From an optimization exercise on the open Yosys and OpenROAD flow, aimed at small area; shortcuts taken in it are not production practice. At most, simulation tests tie the RTL to the original design; equivalence was not proved. No activity file was given, so power comes from the tool's default toggle rates.

## snn_wrapper
module snn_wrapper(
        input clk,
        input rst,
        input [7:0] i_input_neurons,
        output [3:0] o_output_spike,
        output [29:0] o_hidden_spike
    );
Size: roughly 1900 cells after synthesis, roughly 44 I/O pins, ~0.020 mm2 of cells after synthesis.
==> flow/config.mk <==
export PLATFORM = sky130hd
export DESIGN_NAME = snn_wrapper
export DESIGN_NICKNAME = snn_wrapper
export VERILOG_FILES = /design/flow/design.v
export SDC_FILE = /design/flow/constraint.sdc
export NUM_CORES = 4
export LEC_CHECK = 0
export ABC_AREA = 1
export CAP_MARGIN = 20
export CORE_MARGIN = 2
export CORE_UTILIZATION = 40
export GPL_TIMING_DRIVEN = 0
export PLACE_DENSITY = 0.72
export SETUP_SLACK_MARGIN = 0.3
export SLEW_MARGIN = 20
export SYNTH_MEMORY_MAX_BITS = 16384
==> flow/constraint.sdc <==
create_clock -name core_clock -period 10.0 [get_ports {clk}]
set_input_delay 2.0000 -clock core_clock [delete_from_list [all_inputs] [get_ports {clk}]]
set_output_delay 2.0000 -clock core_clock [all_outputs]
set_load 0.01 [all_outputs]
standard.sh (not shown) runs the stock make flow with config.mk's settings and CLKGATE_MAP_FILE= SYNTH_SCRIPT=/design/flow/synth_recipe.tcl, a recipe that flattens the netlist after the stock synthesis.
==> flow/flow/run.sh <==
#!/bin/bash
# Standard synthesis (standard.sh synth), unchanged; then its combinational
# logic re-mapped for area by flow/reabc.tcl (registers kept instance for
# instance); then the standard layout (standard.sh finish) of that netlist,
# with buf_1 port buffers and a clock tree without dummy loads.
# Each tool's output goes to a log file of its own in this folder.
set -euo pipefail
R=orfs/results/$FLOW_PLATFORM/snn_wrapper/base
bash standard.sh synth > flow_synth.log 2>&1
cp $R/1_2_yosys.v flow_std_synth.v
KEEP="sky130_fd_sc_hd__df* sky130_fd_sc_hd__edf* sky130_fd_sc_hd__sdf* sky130_fd_sc_hd__sedf* sky130_fd_sc_hd__dl*"
YOSYS=$(command -v yosys || echo "$FLOW_HOME/../tools/install/yosys/bin/yosys")
LIB=$FLOW_HOME/platforms/$FLOW_PLATFORM/lib/sky130_fd_sc_hd__tt_025C_1v80.lib \
NETLIST=$R/1_2_yosys.v TOP=$FLOW_TOP KEEP_CELLS="$KEEP" ABC_SCRIPT=flow/area.abc \
ADDER_MAP=$FLOW_HOME/platforms/$FLOW_PLATFORM/cells_adders_hd.v \
  "$YOSYS" -c flow/reabc.tcl > flow_reabc.log 2>&1
rm -f $R/1_synth.odb $R/1_synth.sdc
bash standard.sh \
  "BUFFER_PORTS_ARGS=-buffer_cell sky130_fd_sc_hd__buf_1" \
  "CTS_ARGS=-sink_clustering_enable -repair_clock_nets -dont_use_dummy_load -buf_list sky130_fd_sc_hd__clkbuf_4 -sink_clustering_size 10 -sink_clustering_max_diameter 35" \
  finish > flow_make.log 2>&1
Other scripts of this flow, unchanged in this note and not shown: flow/flow/area.abc, flow/flow/reabc.tcl
Next try:
--- a/flow/flow/run.sh
+++ b/flow/flow/run.sh
@@ -20 +20 @@
-  "CTS_ARGS=-sink_clustering_enable -repair_clock_nets -dont_use_dummy_load -buf_list sky130_fd_sc_hd__clkbuf_4 -sink_clustering_size 10 -sink_clustering_max_diameter 35" \
+  "CTS_ARGS=-sink_clustering_enable -repair_clock_nets -dont_use_dummy_load -buf_list sky130_fd_sc_hd__clkbuf_4 -sink_clustering_size 12 -sink_clustering_max_diameter 40" \
--- a/flow/config.mk
+++ b/flow/config.mk
@@ -13 +13 @@
-export PLACE_DENSITY = 0.72
+export PLACE_DENSITY = 0.6
=>
- worst setup slack loses 0.054 ns
- non-clock buffer count drops by 2
- via count climbs by 0.96%

---

PW:
snn_wrapper, a different RTL version from the one above (not shown whole).
Size in the first run: roughly 2800 cells after synthesis.
clock: 10.0 ns
lec_check: 0
abc_area: 1
cap_margin: 20
core_margin: 2
core_utilization: 40
cts_buf_list: sky130_fd_sc_hd__clkbuf_4
place_density: 0.6
slew_margin: 20
synth_memory_max_bits: 16384
run.sh (not shown) runs the stock make flow with config.mk's settings and CLKGATE_MAP_FILE= SYNTH_SCRIPT=/design/flow/synth_recipe.tcl, a recipe that flattens the netlist after the stock synthesis.
Stock flow here: none of the scripts above is used.
In summary, PW completed successfully, with a layout that passed the timing, design-rule and antenna checks.
The inputs of MS differ from those of PW as listed below.
- a deleted ABC_AREA that had been 1
- a deleted CTS_BUF_LIST that had been sky130_fd_sc_hd__clkbuf_4
Results
MS vs. PW: met2 routing resource usage after global routing dropped 4.5 points; fraction of registers with async set/reset level; xor/xnor cell area share of the yosys netlist grew by 0.18 points.

---

Another version of the RTL of snn_wrapper (not shown whole).
For scale: ~2600 cells after synthesis, ~600 flip-flops, ~44 I/O pins, roughly 22000 sq um of cells after synthesis.
==> flow/config.mk <==
export PLATFORM = sky130hd
export DESIGN_NAME = snn_wrapper
export DESIGN_NICKNAME = snn_wrapper
export VERILOG_FILES = /design/flow/design.v
export SDC_FILE = /design/flow/constraint.sdc
export NUM_CORES = 4
export LEC_CHECK = 0
export ABC_AREA = 1
export CAP_MARGIN = 20
export CORE_MARGIN = 2
export CORE_UTILIZATION = 40
export PLACE_DENSITY = 0.6
export SLEW_MARGIN = 20
export SYNTH_MEMORY_MAX_BITS = 16384
==> flow/constraint.sdc <==
create_clock -name core_clock -period 10.0 [get_ports {clk}]
set_input_delay 2.0000 -clock core_clock [delete_from_list [all_inputs] [get_ports {clk}]]
set_output_delay 2.0000 -clock core_clock [all_outputs]
set_load 0.01 [all_outputs]
standard.sh (not shown) runs the stock make flow with config.mk's settings and CLKGATE_MAP_FILE= SYNTH_SCRIPT=/design/flow/synth_recipe.tcl, a recipe that flattens the netlist after the stock synthesis.
==> flow/flow/run.sh <==
#!/bin/bash
# Standard layout, with a smaller port buffer and a clock tree without dummy loads.
set -euo pipefail
bash standard.sh \
  "BUFFER_PORTS_ARGS=-buffer_cell sky130_fd_sc_hd__buf_1" \
  "CTS_ARGS=-sink_clustering_enable -repair_clock_nets -dont_use_dummy_load -buf_list sky130_fd_sc_hd__clkbuf_8 -sink_clustering_size 20 -sink_clustering_max_diameter 60" \
  finish > flow_make.log 2>&1
The first run went through all stages and came out clean.
Change:
==> flow/flow/run.sh (replaced) <==
#!/bin/bash
# Standard layout, with a smaller port buffer and a clock tree without dummy loads.
set -euo pipefail
bash standard.sh \
  "BUFFER_PORTS_ARGS=-buffer_cell sky130_fd_sc_hd__buf_1" \
  "CTS_ARGS=-sink_clustering_enable -repair_clock_nets -dont_use_dummy_load -buf_list sky130_fd_sc_hd__clkbuf_4 -sink_clustering_size 12 -sink_clustering_max_diameter 60" \
  finish > flow_make.log 2>&1
After rerunning: Count of clock-buffer cells in the layout increases by 18. Non-clock buffer count is unchanged. Global-route usage is about the same. Setup slack improved by 0.18 ns. Combinational power is lower slightly. Register-to-register slack gains 0.18 ns. Cell area is lower slightly. First-iteration DRC count went down by a few percent. Clock skew rises by 0.090 ns. Total power drops by a few percent. Sequential cell count does not change.
Function was not checked in any run of this note: the RTL went through the layout flow alone.

---

snn_wrapper, a different RTL version from the one above (not shown whole).
Size: ~2,000 cells after synthesis, roughly 44 I/O pins.
Settings: LEC_CHECK=0, ABC_AREA=1, CAP_MARGIN=20, CORE_MARGIN=2, CORE_UTILIZATION=40, GPL_TIMING_DRIVEN=0, PLACE_DENSITY=0.6, SETUP_SLACK_MARGIN=0.2, SLEW_MARGIN=20, SYNTH_MEMORY_MAX_BITS=16384; clock period 10.0 ns.
==> flow/flow/run.sh <==
#!/bin/bash
# Standard synthesis; its combinational logic re-mapped for area (flow/reabc.tcl);
# then the standard layout, with a small port buffer and a clock tree without
# dummy loads.  Each tool's output goes to a log file of its own here.
set -euo pipefail
R=orfs/results/$FLOW_PLATFORM/snn_wrapper/base
bash standard.sh synth > flow_synth.log 2>&1
cp $R/1_2_yosys.v flow_std_synth.v
KEEP="sky130_fd_sc_hd__df* sky130_fd_sc_hd__edf* sky130_fd_sc_hd__sdf* sky130_fd_sc_hd__sedf* sky130_fd_sc_hd__dl*"
YOSYS=$(command -v yosys || echo "$FLOW_HOME/../tools/install/yosys/bin/yosys")
LIB=$FLOW_HOME/platforms/$FLOW_PLATFORM/lib/sky130_fd_sc_hd__tt_025C_1v80.lib \
NETLIST=$R/1_2_yosys.v TOP=$FLOW_TOP KEEP_CELLS="$KEEP" ABC_SCRIPT=flow/area.abc \
  "$YOSYS" -c flow/reabc.tcl > flow_reabc.log 2>&1
rm -f $R/1_synth.odb $R/1_synth.sdc
bash standard.sh \
  "BUFFER_PORTS_ARGS=-buffer_cell sky130_fd_sc_hd__buf_1" \
  "CTS_ARGS=-sink_clustering_enable -repair_clock_nets -dont_use_dummy_load -buf_list sky130_fd_sc_hd__clkbuf_8 -sink_clustering_size 16 -sink_clustering_max_diameter 50" \
  finish > flow_make.log 2>&1
==> flow/flow/area.abc <==
&get -n
&st
&dch -f
&nf -R 1000 -p -F 8 -A 4 -C 32
&put
==> flow/flow/reabc.tcl <==
# Re-map the combinational logic of the standard synthesis netlist with an
# area-oriented ABC script.  Flip-flops and latches (KEEP_CELLS) are
# kept as they are, instance for instance, so the registers keep the
# standard synthesis's names and cell types.
set lib $::env(LIB)
set net $::env(NETLIST)
yosys read_liberty -ignore_miss_func $lib
yosys setattr -mod -set blackbox 1 {*}$::env(KEEP_CELLS)
yosys read_verilog $net
yosys hierarchy -top $::env(TOP)
yosys flatten
yosys opt_clean
yosys abc -liberty $lib -dont_use sky130_fd_sc_hd__lpflow_* -dont_use sky130_fd_sc_hd__probe* -script $::env(ABC_SCRIPT)
yosys opt_clean -purge
yosys hilomap -singleton -hicell sky130_fd_sc_hd__conb_1 HI -locell sky130_fd_sc_hd__conb_1 LO
yosys splitnets
yosys opt_clean -purge
yosys stat -liberty $lib
yosys write_verilog -noattr -noexpr -nohex -nodec $net
The starting point finished clean.
Rerun with:
==> flow/flow/run.sh (replaced) <==
#!/bin/bash
# Standard synthesis (standard.sh synth), unchanged; then its combinational
# logic re-mapped for area by flow/reabc.tcl (registers kept instance for
# instance); then the standard layout (standard.sh finish) of that netlist,
# with buf_1 port buffers and a clock tree without dummy loads.
# Each tool's output goes to a log file of its own in this folder.
set -euo pipefail
R=orfs/results/$FLOW_PLATFORM/snn_wrapper/base
bash standard.sh synth > flow_synth.log 2>&1
cp $R/1_2_yosys.v flow_std_synth.v
KEEP="sky130_fd_sc_hd__df* sky130_fd_sc_hd__edf* sky130_fd_sc_hd__sdf* sky130_fd_sc_hd__sedf* sky130_fd_sc_hd__dl*"
YOSYS=$(command -v yosys || echo "$FLOW_HOME/../tools/install/yosys/bin/yosys")
LIB=$FLOW_HOME/platforms/$FLOW_PLATFORM/lib/sky130_fd_sc_hd__tt_025C_1v80.lib \
NETLIST=$R/1_2_yosys.v TOP=$FLOW_TOP KEEP_CELLS="$KEEP" ABC_SCRIPT=flow/area.abc \
ADDER_MAP=$FLOW_HOME/platforms/$FLOW_PLATFORM/cells_adders_hd.v \
  "$YOSYS" -c flow/reabc.tcl > flow_reabc.log 2>&1
rm -f $R/1_synth.odb $R/1_synth.sdc
bash standard.sh \
  "BUFFER_PORTS_ARGS=-buffer_cell sky130_fd_sc_hd__buf_1" \
  "CTS_ARGS=-sink_clustering_enable -repair_clock_nets -dont_use_dummy_load -buf_list sky130_fd_sc_hd__clkbuf_4 -sink_clustering_size 10 -sink_clustering_max_diameter 35" \
  finish > flow_make.log 2>&1
--- a/flow/flow/reabc.tcl
+++ b/flow/flow/reabc.tcl
@@ -1,5 +1,7 @@
-# Re-map the combinational logic of the standard synthesis netlist with an
-# area-oriented ABC script.  Flip-flops and latches (KEEP_CELLS) are
-# kept as they are, instance for instance, so the registers keep the
-# standard synthesis's names and cell types.
+# Re-map the combinational logic of the standard synthesis netlist for
+# area.  Flip-flops (KEEP_CELLS) are kept as they are, instance for
+# instance, so the registers keep the standard synthesis's names and cell
+# types.  The rest is flattened to gates, its full adders are extracted
+# again onto the platform's adder cells (ADDER_MAP), and ABC maps the
+# remaining logic with an area-oriented script (ABC_SCRIPT).
 set lib $::env(LIB)
@@ -12,2 +14,8 @@
 yosys opt_clean
+yosys techmap
+yosys opt -fast
+yosys extract_fa -fa
+yosys techmap -map $::env(ADDER_MAP)
+yosys opt -fast
+yosys setattr -mod -set blackbox 1 sky130_fd_sc_hd__fa_1
 yosys abc -liberty $lib -dont_use sky130_fd_sc_hd__lpflow_* -dont_use sky130_fd_sc_hd__probe* -script $::env(ABC_SCRIPT)
SETUP_SLACK_MARGIN = 0.3   (was 0.2)
Effect:
- The changed run completed with no timing, DRC or antenna violations
- first-iteration DRC count shrinks by 1.9%
- synthesized cell count came out lower by 4.2%
- die area came out lower by about 0.9%
- clock power fell by about 5%
- hold slack loses 0.012 ns
- worst setup slack gets worse by 0.75 ns
- total power falls by about 2.5%
- final cell count goes down by 2.3%
- synthesized area fell by about 0.9%
- non-clock buffer count decreases by 5
- routed wire length went down by 3.6%
Rerun with:
--- a/flow/flow/run.sh
+++ b/flow/flow/run.sh
@@ -19,3 +19,3 @@
   "BUFFER_PORTS_ARGS=-buffer_cell sky130_fd_sc_hd__buf_1" \
-  "CTS_ARGS=-sink_clustering_enable -repair_clock_nets -dont_use_dummy_load -buf_list sky130_fd_sc_hd__clkbuf_4 -sink_clustering_size 10 -sink_clustering_max_diameter 35" \
+  "CTS_ARGS=-sink_clustering_enable -repair_clock_nets -dont_use_dummy_load -buf_list sky130_fd_sc_hd__clkbuf_8 -sink_clustering_size 16 -sink_clustering_max_diameter 50" \
   finish > flow_make.log 2>&1
Effect:
- via count decreases by 1.1%
- area after synthesis stays the same
- setup slack degrades by 0.057 ns
Rerun with:
==> flow/flow/run.sh (replaced) <==
#!/bin/bash
# Standard synthesis; its combinational logic re-mapped for area (flow/reabc.tcl);
# then the standard layout, with a small port buffer and a clock tree without
# dummy loads.  Each tool's output goes to a log file of its own here.
set -euo pipefail
R=orfs/results/$FLOW_PLATFORM/snn_wrapper/base
bash standard.sh synth > flow_synth.log 2>&1
cp $R/1_2_yosys.v flow_std_synth.v
KEEP="sky130_fd_sc_hd__df* sky130_fd_sc_hd__edf* sky130_fd_sc_hd__sdf* sky130_fd_sc_hd__sedf* sky130_fd_sc_hd__dl*"
YOSYS=$(command -v yosys || echo "$FLOW_HOME/../tools/install/yosys/bin/yosys")
LIB=$FLOW_HOME/platforms/$FLOW_PLATFORM/lib/sky130_fd_sc_hd__tt_025C_1v80.lib \
NETLIST=$R/1_2_yosys.v TOP=$FLOW_TOP KEEP_CELLS="$KEEP" ABC_SCRIPT=flow/area.abc \
  "$YOSYS" -c flow/reabc.tcl > flow_reabc.log 2>&1
rm -f $R/1_synth.odb $R/1_synth.sdc
bash standard.sh \
  "BUFFER_PORTS_ARGS=-buffer_cell sky130_fd_sc_hd__buf_1" \
  "CTS_ARGS=-sink_clustering_enable -repair_clock_nets -dont_use_dummy_load -buf_list sky130_fd_sc_hd__clkbuf_4 -sink_clustering_size 12 -sink_clustering_max_diameter 40" \
  finish > flow_make.log 2>&1
==> flow/flow/reabc.tcl (replaced) <==
# Re-map the combinational logic of the standard synthesis netlist with an
# area-oriented ABC script.  Flip-flops and latches (KEEP_CELLS) are
# kept as they are, instance for instance, so the registers keep the
# standard synthesis's names and cell types.
set lib $::env(LIB)
set net $::env(NETLIST)
yosys read_liberty -ignore_miss_func $lib
yosys setattr -mod -set blackbox 1 {*}$::env(KEEP_CELLS)
yosys read_verilog $net
yosys hierarchy -top $::env(TOP)
yosys flatten
yosys opt_clean
yosys abc -liberty $lib -dont_use sky130_fd_sc_hd__lpflow_* -dont_use sky130_fd_sc_hd__probe* -script $::env(ABC_SCRIPT)
yosys opt_clean -purge
yosys hilomap -singleton -hicell sky130_fd_sc_hd__conb_1 HI -locell sky130_fd_sc_hd__conb_1 LO
yosys splitnets
yosys opt_clean -purge
yosys stat -liberty $lib
yosys write_verilog -noattr -noexpr -nohex -nodec $net
SETUP_SLACK_MARGIN = unset   (was 0.3)
After rerunning: Global-route usage goes up by 0.36 points; clock-buffer cell count climbs by 17; fmax goes up by 7.9%; synthesized cell count rose by 4.4%; worst hold slack degrades by 0.073 ns; routed wire length went up by 4.7%; utilization shrinks by 0.70 points; sequential share of layout area hardly moves; worst setup slack is better by 0.70 ns; cell area is about the same.
Rerun with:
--- a/flow/flow/run.sh
+++ b/flow/flow/run.sh
@@ -16,3 +16,3 @@
   "BUFFER_PORTS_ARGS=-buffer_cell sky130_fd_sc_hd__buf_1" \
-  "CTS_ARGS=-sink_clustering_enable -repair_clock_nets -dont_use_dummy_load -buf_list sky130_fd_sc_hd__clkbuf_4 -sink_clustering_size 12 -sink_clustering_max_diameter 40" \
+  "CTS_ARGS=-sink_clustering_enable -repair_clock_nets -dont_use_dummy_load -buf_list sky130_fd_sc_hd__clkbuf_8 -sink_clustering_size 16 -sink_clustering_max_diameter 50" \
   finish > flow_make.log 2>&1
Effect:
- hold slack improved by 0.062 ns
- sequential power is about the same
- first-iteration DRC count goes up by about 4.6%
- utilization is higher by 0.36 points
- clock power rose by about 10%
- via count shrinks by 1.3%
- sequential cell count is unchanged
- fmax rises by about 1.3%

[static timing again, ports no longer ideal]
The results above use ideal ports. As a check the final layouts listed here were re-extracted and re-timed, cells and wires unchanged.
Step 1 assumes that a clkbuf_16 drives the clock port and a buf_2 every other input.
Step 2 adds t to the input delays and takes it off the output delays; t is the mean of the earliest and latest rising clock arrival at the registers after step 1. Input paths then give back, and output paths get back, about the clock's delay inside the block.
Three values: ideal ports, drivers, drivers and shift; two values: the first two.
| run | t (ns) | setup WS [ns] | clock arrival spread, ns | cell pins on the clock port's net |
|---|---|---|---|---|
| the first run of note 1 | 0.800 | 0.607 / 0.607 / 0.607 | 0.117 / 0.117 | 1 |
| the second run of note 1 | 0.760 | 0.553 / 0.553 / 0.553 | 0.169 / 0.169 | 1 |
| PW | 0.977 | 0.779 / 0.779 / 0.779 | 0.124 / 0.124 | 1 |
| MS | 0.649 | 0.710 / 0.710 / 0.710 | 0.053 / 0.053 | 1 |
| the first run of note 3 | 0.637 | 0.564 / 0.564 / 0.564 | 0.125 / 0.124 | 1 |
| the second run of note 3 | 0.786 | 0.744 / 0.744 / 0.744 | 0.248 / 0.248 | 1 |
| the first run of note 4 | 0.651 | 1.306 / 1.306 / 1.306 | 0.088 / 0.087 | 1 |
| the second run of note 4 | 0.829 | 0.553 / 0.553 / 0.553 | 0.078 / 0.078 | 1 |
| the third run of note 4 | 0.655 | 0.497 / 0.497 / 0.497 | 0.058 / 0.058 | 1 |
| the fourth run of note 4 | 0.780 | 1.195 / 1.195 / 1.195 | 0.120 / 0.120 | 1 |
| the fifth run of note 4 | 0.651 | 1.306 / 1.306 / 1.306 | 0.088 / 0.087 | 1 |
After both steps every run listed still meets setup and hold.
